Context: an optimization exercise on an open-source flow, tuned for small area. The choices shown serve that exercise and are no tape-out recipe. RTL that was checked went through simulation tests only; none was proved equivalent to the original. Power is estimated from default activity; no workload was simulated.

==> yarrow: inputs <==
==> flow/design.v <==
module fp_adder_top ( input  wire        clk,
                      input  wire [31:0] a,
                      input  wire [31:0] b,
                      output wire [31:0] s
                    );
  reg  [31:0] a_q, b_q, s_q;
  wire [31:0] s_d;
  always @(posedge clk) begin
    a_q <= a;
    b_q <= b;
    s_q <= s_d;
  end
  fp_adder u_add ( .a(a_q), .b(b_q), .s(s_d) );
  assign s = s_q;
endmodule

module fp_adder ( input  wire [31:0] a ,
                  input  wire [31:0] b ,
                  output wire [31:0] s
                );
wire [7:0]  ea = a[30:23], eb = b[30:23];
wire        sub = a[31] ^ b[31];
wire        hx  = |ea | |eb;            
wire        hy  = |ea & |eb;            
wire        special = ~(|ea[7:1] | |eb[7:1]) & (ea[0] ^ eb[0]);
wire [8:0]  dab = {1'b0, ea} - {1'b0, eb};
wire        ge = ~dab[8] & ((|dab[7:0]) | (a[22:0] >= b[22:0]));
wire [22:0] mxn, myn;
wire [7:0]  exn;
fpa_muxi #(.W(23)) u_mx (.a(a[22:0]), .b(b[22:0]), .s(ge), .sn(~ge), .y(mxn));
fpa_muxi #(.W(23)) u_my (.a(b[22:0]), .b(a[22:0]), .s(ge), .sn(~ge), .y(myn));
fpa_muxi #(.W(8))  u_ex (.a(ea), .b(eb), .s(ge), .sn(~ge), .y(exn));
wire [7:0]  ex = ~exn;
wire [4:0]  ng  = ~dab[4:0] + 5'd1;
wire        bign = ~((dab[8:5] == 4'b1111) & (|dab[4:0])) & (|dab);
wire [4:0]  d5  = ge ? dab[4:0] : ng;
wire        big = ge ? |dab[7:5] : bign;
wire [4:0]  sh  = special ? 5'd0 : (d5 | {5{big}});
wire        sgn = ge ? a[31] : b[31];
wire [25:0] al;
wire        sticky;
fpa_align u_aln (.mn({~hy, myn}), .sh(sh), .q(al), .sticky(sticky));
wire [27:0] u;
fpa_addsub u_add (.hx(hx), .mxn(mxn), .al(al), .sticky(sticky), .sub(sub), .u(u));
wire [4:0]  t;
fpa_lzcap u_lzc (.u(u), .ex(ex), .sub(sub), .t(t));
wire [27:0] rn;
wire        rovf, hp01;
wire [2:0]  tc;
fpa_pround u_prn (.u(u), .sub(sub), .ex(ex), .rn(rn), .rovf(rovf), .tc(tc), .hp01(hp01));
wire [27:0] n1;
fpa_norm u_nrm (.un(rn), .t(t), .n(n1));
wire [7:0]  e2;
fpa_final u_fin (.n26(n1[27]), .ex(ex), .t(t), .rovf(rovf), .tc(tc), .hp01(hp01), .e(e2));
assign s = {sgn, e2, n1[26:4]};
endmodule
module fpa_align ( input wire [23:0] mn, input wire [4:0] sh,
                   output wire [25:0] q, output wire sticky );
wire [4:0]  shn = ~sh;
wire [25:0] r1, r2n, r3, r4n;
fpa_sh #(.W(26), .S(1),  .INV(1), .ZL(2)) u_s1 (.d({mn, 2'b11}), .s(sh[0]), .sn(shn[0]), .q(r1));
fpa_sh #(.W(26), .S(2),  .INV(0), .ZL(1)) u_s2 (.d(r1),  .s(sh[1]), .sn(shn[1]), .q(r2n));
fpa_sh #(.W(26), .S(4),  .INV(1), .ZL(0)) u_s3 (.d(r2n), .s(sh[2]), .sn(shn[2]), .q(r3));
fpa_sh #(.W(26), .S(8),  .INV(0), .ZL(0)) u_s4 (.d(r3),  .s(sh[3]), .sn(shn[3]), .q(r4n));
fpa_sh #(.W(26), .S(16), .INV(1), .ZL(0)) u_s5 (.d(r4n), .s(sh[4]), .sn(shn[4]), .q(q));
assign sticky = (sh[1] & r1[1]) | (sh[2] & ~&r2n[3:0]) | (sh[3] & |r3[7:0]) | (sh[4] & ~&r4n[15:0]);
endmodule
module fpa_norm ( input wire [27:0] un, input wire [4:0] t, output wire [27:0] n );
wire [4:0]  tn = ~t;
wire [27:0] l1, l2n, l3, l4n;
fpa_sh #(.W(28), .S(1),  .INV(1), .LEFT(1), .ZL(2)) u_s1 (.d(un),  .s(t[0]), .sn(tn[0]), .q(l1));
fpa_sh #(.W(28), .S(2),  .INV(0), .LEFT(1), .ZL(2)) u_s2 (.d(l1),  .s(t[1]), .sn(tn[1]), .q(l2n));
fpa_sh #(.W(28), .S(4),  .INV(1), .LEFT(1), .ZL(2)) u_s3 (.d(l2n), .s(t[2]), .sn(tn[2]), .q(l3));
fpa_sh #(.W(28), .S(8),  .INV(0), .LEFT(1), .ZL(2)) u_s4 (.d(l3),  .s(t[3]), .sn(tn[3]), .q(l4n));
fpa_sh #(.W(28), .S(16), .INV(1), .LEFT(1), .ZL(2)) u_s5 (.d(l4n), .s(t[4]), .sn(tn[4]), .q(n));
endmodule
module fpa_sh #(parameter W = 26, parameter S = 1, parameter INV = 0,
                parameter LEFT = 0, parameter ZL = 0)
               ( input wire [W-1:0] d, input wire s, input wire sn, output wire [W-1:0] q );
genvar i;
generate for (i = 0; i < W; i = i + 1) begin : g_b
  localparam integer J = LEFT ? i - S : i + S;
  localparam HAS1 = (J >= 0) && (J < W) && (J >= ZL);
  localparam HAS0 = (i >= ZL);
  if (HAS1 && HAS0) begin : g_m
    fpa_aoi22 u (.a1(d[J]), .a2(s), .b1(d[i]), .b2(sn), .y(q[i]));
  end else if (HAS0) begin : g_0
    if (INV == 0) begin : g_t
      fpa_nand2 u (.a(d[i]), .b(sn), .y(q[i]));
    end else begin : g_i
      fpa_nor2 u (.a(d[i]), .b(s), .y(q[i]));
    end
  end else if (HAS1) begin : g_1
    if (INV == 0) begin : g_t
      fpa_nand2 u (.a(d[J]), .b(s), .y(q[i]));
    end else begin : g_i
      fpa_nor2 u (.a(d[J]), .b(sn), .y(q[i]));
    end
  end else begin : g_c
    assign q[i] = (INV == 0);
  end
end endgenerate
endmodule
module fpa_muxi #(parameter W = 1)
                 ( input wire [W-1:0] a, input wire [W-1:0] b, input wire s, input wire sn,
                   output wire [W-1:0] y );
genvar i;
generate for (i = 0; i < W; i = i + 1) begin : g_b
  fpa_aoi22 u (.a1(a[i]), .a2(s), .b1(b[i]), .b2(sn), .y(y[i]));
end endgenerate
endmodule
module fpa_aoi22 ( input wire a1, input wire a2, input wire b1, input wire b2, output wire y );
assign y = ~((a1 & a2) | (b1 & b2));
endmodule
module fpa_aoi21 ( input wire a1, input wire a2, input wire b, output wire y );
assign y = ~((a1 & a2) | b);
endmodule
module fpa_oai21 ( input wire a1, input wire a2, input wire b1, output wire y );
assign y = ~((a1 | a2) & b1);
endmodule
module fpa_nand2 ( input wire a, input wire b, output wire y );
assign y = ~(a & b);
endmodule
module fpa_nor2 ( input wire a, input wire b, output wire y );
assign y = ~(a | b);
endmodule
module fpa_addsub ( input wire hx, input wire [22:0] mxn, input wire [25:0] al,
                    input wire sticky, input wire sub,
                    output wire [27:0] u );
wire [27:0] aa = {1'b0, hx, ~mxn, 3'b000};
wire [27:0] bb = {1'b0, al, sticky} ^ {28{sub}};
wire [27:0] p = aa ^ bb, g = aa & bb;
wire [28:0] c;
assign c[0] = sub;
genvar i;
generate for (i = 0; i < 26; i = i + 2) begin : g_add
  assign u[i]   = p[i] ^ c[i];
  assign u[i+1] = p[i+1] ^ (g[i] | (p[i] & c[i]));
  assign c[i+2] = g[i+1] | (p[i+1] & g[i]) | (p[i+1] & p[i] & c[i]);
end endgenerate
assign u[26] = p[26] ^ c[26];
assign u[27] = (g[26] | (p[26] & c[26])) & ~sub;    
endmodule
module fpa_lzcap ( input wire [27:0] u, input wire [7:0] ex, input wire sub,
                   output wire [4:0] t );
wire [31:0] x = {u[27:2], 6'b100000};
wire [15:0] v1; wire [15:0] p1;
wire [7:0]  v2; wire [15:0] p2;
wire [3:0]  v3; wire [11:0] p3;
wire [1:0]  v4; wire [7:0]  p4;
genvar j;
generate for (j = 0; j < 16; j = j + 1) begin : l1
  assign v1[j] = x[2*j+1] | x[2*j];
  assign p1[j] = ~x[2*j+1];
end endgenerate
generate for (j = 0; j < 8; j = j + 1) begin : l2
  assign v2[j] = v1[2*j+1] | v1[2*j];
  assign p2[2*j+1:2*j] = v1[2*j+1] ? {1'b0, p1[2*j+1]} : {1'b1, p1[2*j]};
end endgenerate
generate for (j = 0; j < 4; j = j + 1) begin : l3
  assign v3[j] = v2[2*j+1] | v2[2*j];
  assign p3[3*j+2:3*j] = v2[2*j+1] ? {1'b0, p2[4*j+3:4*j+2]} : {1'b1, p2[4*j+1:4*j]};
end endgenerate
generate for (j = 0; j < 2; j = j + 1) begin : l4
  assign v4[j] = v3[2*j+1] | v3[2*j];
  assign p4[4*j+3:4*j] = v3[2*j+1] ? {1'b0, p3[6*j+5:6*j+3]} : {1'b1, p3[6*j+2:6*j]};
end endgenerate
wire [4:0] lz = v4[1] ? {1'b0, p4[7:4]} : {1'b1, p4[3:0]};
wire [7:0] cap = (sub && ex != 8'd0) ? ex : 8'd1;
wire       le  = (|cap[7:5]) | ~(lz > cap[4:0]);
assign t = le ? lz : cap[4:0];
endmodule
module fpa_pround ( input wire [27:0] u, input wire sub, input wire [7:0] ex,
                    output wire [27:0] rn, output wire rovf, output wire [2:0] tc,
                    output wire hp01 );
wire [27:0] r;
assign rn = ~r;
wire t0 = ~sub & u[27];
wire t1 = sub ? (u[26] | (ex[7:1] == 7'd0)) : ~u[27];
wire t2 = sub & ~u[26] & u[25] & (ex[7:1] != 7'd0);
wire rnd0 = u[3] & (u[2] | u[1] | u[4]);
wire rnd1 = u[2] & (u[1] | u[0] | u[3]);
wire rnd2 = u[1] & (u[0] | u[2]);
wire c2 = t2 & rnd2;
wire c3 = (u[2] & c2) | (t1 & rnd1);
wire c4 = (u[3] & c3) | (t0 & rnd0);
assign r[1:0] = u[1:0];
assign r[2] = u[2] ^ c2;
assign r[3] = u[3] ^ c3;
wire [23:0] x = u[27:4];
wire [5:0]  ag;
genvar i;
generate for (i = 0; i < 6; i = i + 1) begin : g_ag
  assign ag[i] = &x[4*i+3:4*i];
end endgenerate
wire [5:0]  pg;                         
assign pg[0] = ag[0];
assign pg[1] = ag[0] & ag[1];
assign pg[2] = pg[1] & ag[2];
assign pg[3] = pg[1] & ag[2] & ag[3];
assign pg[4] = pg[3] & ag[4];
assign pg[5] = pg[3] & ag[4] & ag[5];
wire [5:0]  gc = {pg[4:0], 1'b1} & {6{c4}};
generate for (i = 0; i < 24; i = i + 1) begin : g_bit
  if ((i % 4) == 0) begin : g0
    assign r[4+i] = x[i] ^ gc[i/4];
  end else begin : g1
    assign r[4+i] = x[i] ^ (gc[i/4] & (&x[i-1:(i/4)*4]));
  end
end endgenerate
assign rovf = (t0 & rnd0 & (&u[27:4])) | (t1 & rnd1 & (&u[26:3])) | (t2 & rnd2 & (&u[25:2]));
assign tc = {t2, t1, t0};
assign hp01 = t0 | (t1 & u[26]) | (t2 & u[25]);
endmodule
module fpa_final ( input wire n26, input wire [7:0] ex, input wire [4:0] t,
                   input wire rovf, input wire [2:0] tc, input wire hp01,
                   output wire [7:0] e );
wire        hp = hp01 | (~|tc & n26);
wire [7:0]  e2 = (ex + 8'd1 + rovf) - t;
assign e = e2 & {8{hp}};
endmodule
==> flow/flow/run.sh <==
#!/bin/bash
# Layout flow: the standard ORFS flow with two changes:
#  - synthesis maps logic with the ABC script in flow/abc_area.script (ABC_AREA=1),
#  - port buffers are sky130_fd_sc_hd__buf_1.
# Each tool's output stays in orfs/logs/; make's own output goes to flow_make.log.
set -euo pipefail
F=$(pwd)
mkdir -p "$F/scripts"
for f in "$FLOW_HOME"/scripts/*; do ln -sf "$f" "$F/scripts/"; done
rm -f "$F/scripts/abc_area.script"
cp "$F/flow/abc_area.script" "$F/scripts/abc_area.script"
EXTRA=$(cat "$F/flow/extra_make_args" 2>/dev/null || true)
sed "s#\"\${@:-finish}\"#SCRIPTS_DIR=$F/scripts ABC_AREA=1 BUFFER_PORTS_ARGS='-buffer_cell sky130_fd_sc_hd__buf_1' $EXTRA \"\${@:-finish}\"#" standard.sh > "$F/my_standard.sh"
bash "$F/my_standard.sh" > "$F/flow_make.log" 2>&1
==> flow/flow/abc_area.script <==
strash
&get -n
&st
&dch -f
&nf -R 1000 -p
&put
==> flow/flow/extra_make_args <==
ADDER_MAP_FILE= SYNTH_INSBUF=0 SYNTH_OPERATIONS_ARGS=-noshare CTS_ARGS='-sink_clustering_enable -repair_clock_nets -buf_list sky130_fd_sc_hd__clkbuf_8 -dont_use_dummy_load'
==> flow/standard.sh <==
#!/bin/bash
# synth_recipe.tcl (not shown) runs the flow's synth.tcl, then flattens the netlist and writes it again
# the make line also repeats each setting of config.mk as NAME=value (left out here)
make -C /OpenROAD-flow-scripts/flow DESIGN_CONFIG=/design/flow/config.mk WORK_HOME=/design/flow/orfs CLKGATE_MAP_FILE= SYNTH_SCRIPT=/design/flow/synth_recipe.tcl "${@:-finish}"
==> flow/config.mk <==
export PLATFORM = sky130hd
export DESIGN_NAME = fp_adder_top
export DESIGN_NICKNAME = fp_adder_top
export VERILOG_FILES = /design/flow/design.v
export SDC_FILE = /design/flow/constraint.sdc
export NUM_CORES = 4
export LEC_CHECK = 0
export CAP_MARGIN = 10
export CORE_MARGIN = 2
export CORE_UTILIZATION = 65
export CTS_BUF_LIST = sky130_fd_sc_hd__clkbuf_8
export SETUP_SLACK_MARGIN = -0.9
export SLEW_MARGIN = 10
export SYNTH_HIERARCHICAL = 1
export SYNTH_MINIMUM_KEEP_SIZE = 0
==> flow/constraint.sdc <==
create_clock -name core_clock -period 15.0 [get_ports {clk}]
set_input_delay 3.0000 -clock core_clock [delete_from_list [all_inputs] [get_ports {clk}]]
set_output_delay 3.0000 -clock core_clock [all_outputs]
set_load 0.01 [all_outputs]
==> inputs of xenon, as changes to yarrow <==
- SETUP_SLACK_MARGIN: -0.9 -> -0.5
==> inputs of delta, as changes to yarrow <==
--- a/flow/flow/run.sh
+++ b/flow/flow/run.sh
@@ -1,8 +1,9 @@
 #!/bin/bash
-# Layout flow: the standard ORFS flow with two changes:
-#  - synthesis maps logic with the ABC script in flow/abc_area.script (ABC_AREA=1),
-#  - port buffers are sky130_fd_sc_hd__buf_1.
-# Each tool's output stays in orfs/logs/; make's own output goes to flow_make.log.
+# Layout flow: the standard ORFS flow (standard.sh), with these changes:
+#  - synthesis maps each module with the ABC script flow/abc_area.script
+#    (ABC_AREA=1; the script replaces ORFS's abc_area.script in a scripts
+#    folder of links to ORFS's scripts),
+#  - port buffers are sky130_fd_sc_hd__buf_1,
 set -euo pipefail
 F=$(pwd)
 mkdir -p "$F/scripts"
==> flow/flow/abc_area.script (replaced) <==
strash
&get -n
&st
&dc2
&dc2
&dch -f
&nf -R 1000 -p -C 32 -F 8
&put
- CORE_UTILIZATION: 65 -> 55
- CTS_BUF_LIST: sky130_fd_sc_hd__clkbuf_8 -> unset
- GPL_ROUTABILITY_DRIVEN: unset -> 0
- SETUP_SLACK_MARGIN: -0.9 -> -0.5
==> inputs of fjord, as changes to yarrow <==
--- a/flow/design.v
+++ b/flow/design.v
@@ -23,14 +23,14 @@
 wire        hx  = |ea | |eb;            
 wire        hy  = |ea & |eb;            
 wire        special = ~(|ea[7:1] | |eb[7:1]) & (ea[0] ^ eb[0]);
-wire [8:0]  dab = {1'b0, ea} - {1'b0, eb};
-wire        ge = ~dab[8] & ((|dab[7:0]) | (a[22:0] >= b[22:0]));
+wire        ge = a[30:0] >= b[30:0];
 wire [22:0] mxn, myn;
 wire [7:0]  exn;
 fpa_muxi #(.W(23)) u_mx (.a(a[22:0]), .b(b[22:0]), .s(ge), .sn(~ge), .y(mxn));
 fpa_muxi #(.W(23)) u_my (.a(b[22:0]), .b(a[22:0]), .s(ge), .sn(~ge), .y(myn));
 fpa_muxi #(.W(8))  u_ex (.a(ea), .b(eb), .s(ge), .sn(~ge), .y(exn));
 wire [7:0]  ex = ~exn;
+wire [8:0]  dab = {1'b0, ea} - {1'b0, eb};
 wire [4:0]  ng  = ~dab[4:0] + 5'd1;
 wire        bign = ~((dab[8:5] == 4'b1111) & (|dab[4:0])) & (|dab);
 wire [4:0]  d5  = ge ? dab[4:0] : ng;
@@ -129,43 +129,33 @@
                     output wire [27:0] u );
 wire [27:0] aa = {1'b0, hx, ~mxn, 3'b000};
 wire [27:0] bb = {1'b0, al, sticky} ^ {28{sub}};
-wire [27:0] p = aa ^ bb, g = aa & bb;
-wire [28:0] c;
-assign c[0] = sub;
-genvar i;
-generate for (i = 0; i < 26; i = i + 2) begin : g_add
-  assign u[i]   = p[i] ^ c[i];
-  assign u[i+1] = p[i+1] ^ (g[i] | (p[i] & c[i]));
-  assign c[i+2] = g[i+1] | (p[i+1] & g[i]) | (p[i+1] & p[i] & c[i]);
-end endgenerate
-assign u[26] = p[26] ^ c[26];
-assign u[27] = (g[26] | (p[26] & c[26])) & ~sub;    
+assign u[0] = bb[0] ^ sub;
+assign u[1] = bb[1] ^ (bb[0] & sub);
+assign u[2] = bb[2] ^ (bb[1] & bb[0] & sub);
+wire [27:3] p = aa[26:3] ^ bb[26:3], g = aa[26:3] & bb[26:3];
+wire [27:3] c;                         
+assign c[3] = bb[2] & bb[1] & bb[0] & sub;
+genvar i;
+generate for (i = 3; i < 27; i = i + 1) begin : g_add
+  if ((i % 2) == 1) begin : g_t           
+    assign u[i] = p[i] ^ c[i];
+    fpa_aoi21 u_c (.a1(p[i]), .a2(c[i]), .b(g[i]), .y(c[i+1]));
+  end else begin : g_n                    
+    assign u[i] = ~(p[i] ^ c[i]);
+    fpa_oai21 u_c (.a1(~p[i]), .a2(c[i]), .b1(~g[i]), .y(c[i+1]));
+  end
+end endgenerate
+assign u[27] = c[27] & ~sub;           
 endmodule
 module fpa_lzcap ( input wire [27:0] u, input wire [7:0] ex, input wire sub,
                    output wire [4:0] t );
-wire [31:0] x = {u[27:2], 6'b100000};
-wire [15:0] v1; wire [15:0] p1;
-wire [7:0]  v2; wire [15:0] p2;
-wire [3:0]  v3; wire [11:0] p3;
-wire [1:0]  v4; wire [7:0]  p4;
-genvar j;
-generate for (j = 0; j < 16; j = j + 1) begin : l1
-  assign v1[j] = x[2*j+1] | x[2*j];
-  assign p1[j] = ~x[2*j+1];
-end endgenerate
-generate for (j = 0; j < 8; j = j + 1) begin : l2
-  assign v2[j] = v1[2*j+1] | v1[2*j];
-  assign p2[2*j+1:2*j] = v1[2*j+1] ? {1'b0, p1[2*j+1]} : {1'b1, p1[2*j]};
-end endgenerate
-generate for (j = 0; j < 4; j = j + 1) begin : l3
-  assign v3[j] = v2[2*j+1] | v2[2*j];
-  assign p3[3*j+2:3*j] = v2[2*j+1] ? {1'b0, p2[4*j+3:4*j+2]} : {1'b1, p2[4*j+1:4*j]};
-end endgenerate
-generate for (j = 0; j < 2; j = j + 1) begin : l4
-  assign v4[j] = v3[2*j+1] | v3[2*j];
-  assign p4[4*j+3:4*j] = v3[2*j+1] ? {1'b0, p3[6*j+5:6*j+3]} : {1'b1, p3[6*j+2:6*j]};
-end endgenerate
-wire [4:0] lz = v4[1] ? {1'b0, p4[7:4]} : {1'b1, p4[3:0]};
+reg  [4:0] lz;
+integer k;
+always @* begin
+  lz = 5'd28;
+  for (k = 2; k < 28; k = k + 1)        
+    if (u[k]) lz = 5'd27 - k;
+end
 wire [7:0] cap = (sub && ex != 8'd0) ? ex : 8'd1;
 wire       le  = (|cap[7:5]) | ~(lz > cap[4:0]);
 assign t = le ? lz : cap[4:0];
==> flow/flow/abc_area.script (replaced) <==
strash
&get -n
&st
&dch -f
&nf -R 1000
&put
==> flow/flow/extra_make_args (replaced) <==
ADDER_MAP_FILE= SYNTH_INSBUF=0 SYNTH_OPERATIONS_ARGS=-noshare
- SETUP_SLACK_MARGIN: -0.9 -> unset
==> comparison table <==
metric	delta	xenon	fjord	yarrow
Terminus of the critical flop-to-flop path	s_q[30]$_DFF_P_	s_q[26]$_DFF_P_	s_q[30]$_DFF_P_	s_q[26]$_DFF_P_
Relative max-transition margin	53.20%	56.48%	33.32%	52.88%
Result of the run	finished clean	finished clean	finished clean	finished clean
Number of global-route vias before repair	6459	6710	6631	6729
Wire length of the first global-routing pass	30710 um	30370 um	29970 um	30720 um
Crit-path max cell delay	410 ps	560 ps	530 ps	720 ps
Worst R2R Path Depth	75	64	74	65
Worst hold path stage count	1	1	2	1
FF/Latch Area	1924 um^2	1922 um^2	1922 um^2	1922 um^2
Floorplan die area	13900 um^2	12100 um^2	12090 um^2	12100 um^2
Maximum operating frequency	69.34 MHz	70.26 MHz	73.21 MHz	68.99 MHz
Clock Power Share	8.9%	8.5%	11.3%	8.4%
Average wire per cell in the routed design	15.73 um	15.83 um	15.35 um	16.28 um
Hold slack	599.8 ps	607.1 ps	540.1 ps	587.4 ps
Bufs w/o clock	124	116	127	120
Clock skew	19.92 ps	36.58 ps	11.66 ps	29.09 ps
Core region area	12620 um^2	10890 um^2	10890 um^2	10890 um^2
Final cell count without fillers	1234	1187	1211	1193
Total GRT Usage	26.51%	31.40%	30.88%	31.60%
CP Max Fanout	29	25	25	27
Routed length on met1	8887 um	8195 um	8305 um	8551 um
For fjord, only the layout was checked, not whether the RTL still works.

port drivers added, routing unchanged:
In the flow no input, the clock included, has a driving cell. The finished layouts below were timed again as built, in two steps. Step 1 assumes that a clkbuf_16 drives the clock port and a buf_2 every other input. Step 2 times the ports against the registers' clock, not the clock port: input delays grow and output delays shrink by t, the midpoint of the rising clock arrivals with the driver on. a / b / c = ideal ports / drivers / drivers and shift; a / b = the first two.
run | t (ns) | setup slack, ns | cell pins on the clock port's net
yarrow | 0.406 | 0.505 / 0.505 / 0.505 | 1
xenon | 0.408 | 0.767 / 0.767 / 0.767 | 1
delta | 0.415 | 0.578 / 0.578 / 0.578 | 1
fjord | 0.414 | 1.341 / 1.341 / 1.341 | 1
After both steps every run listed still meets setup and hold.
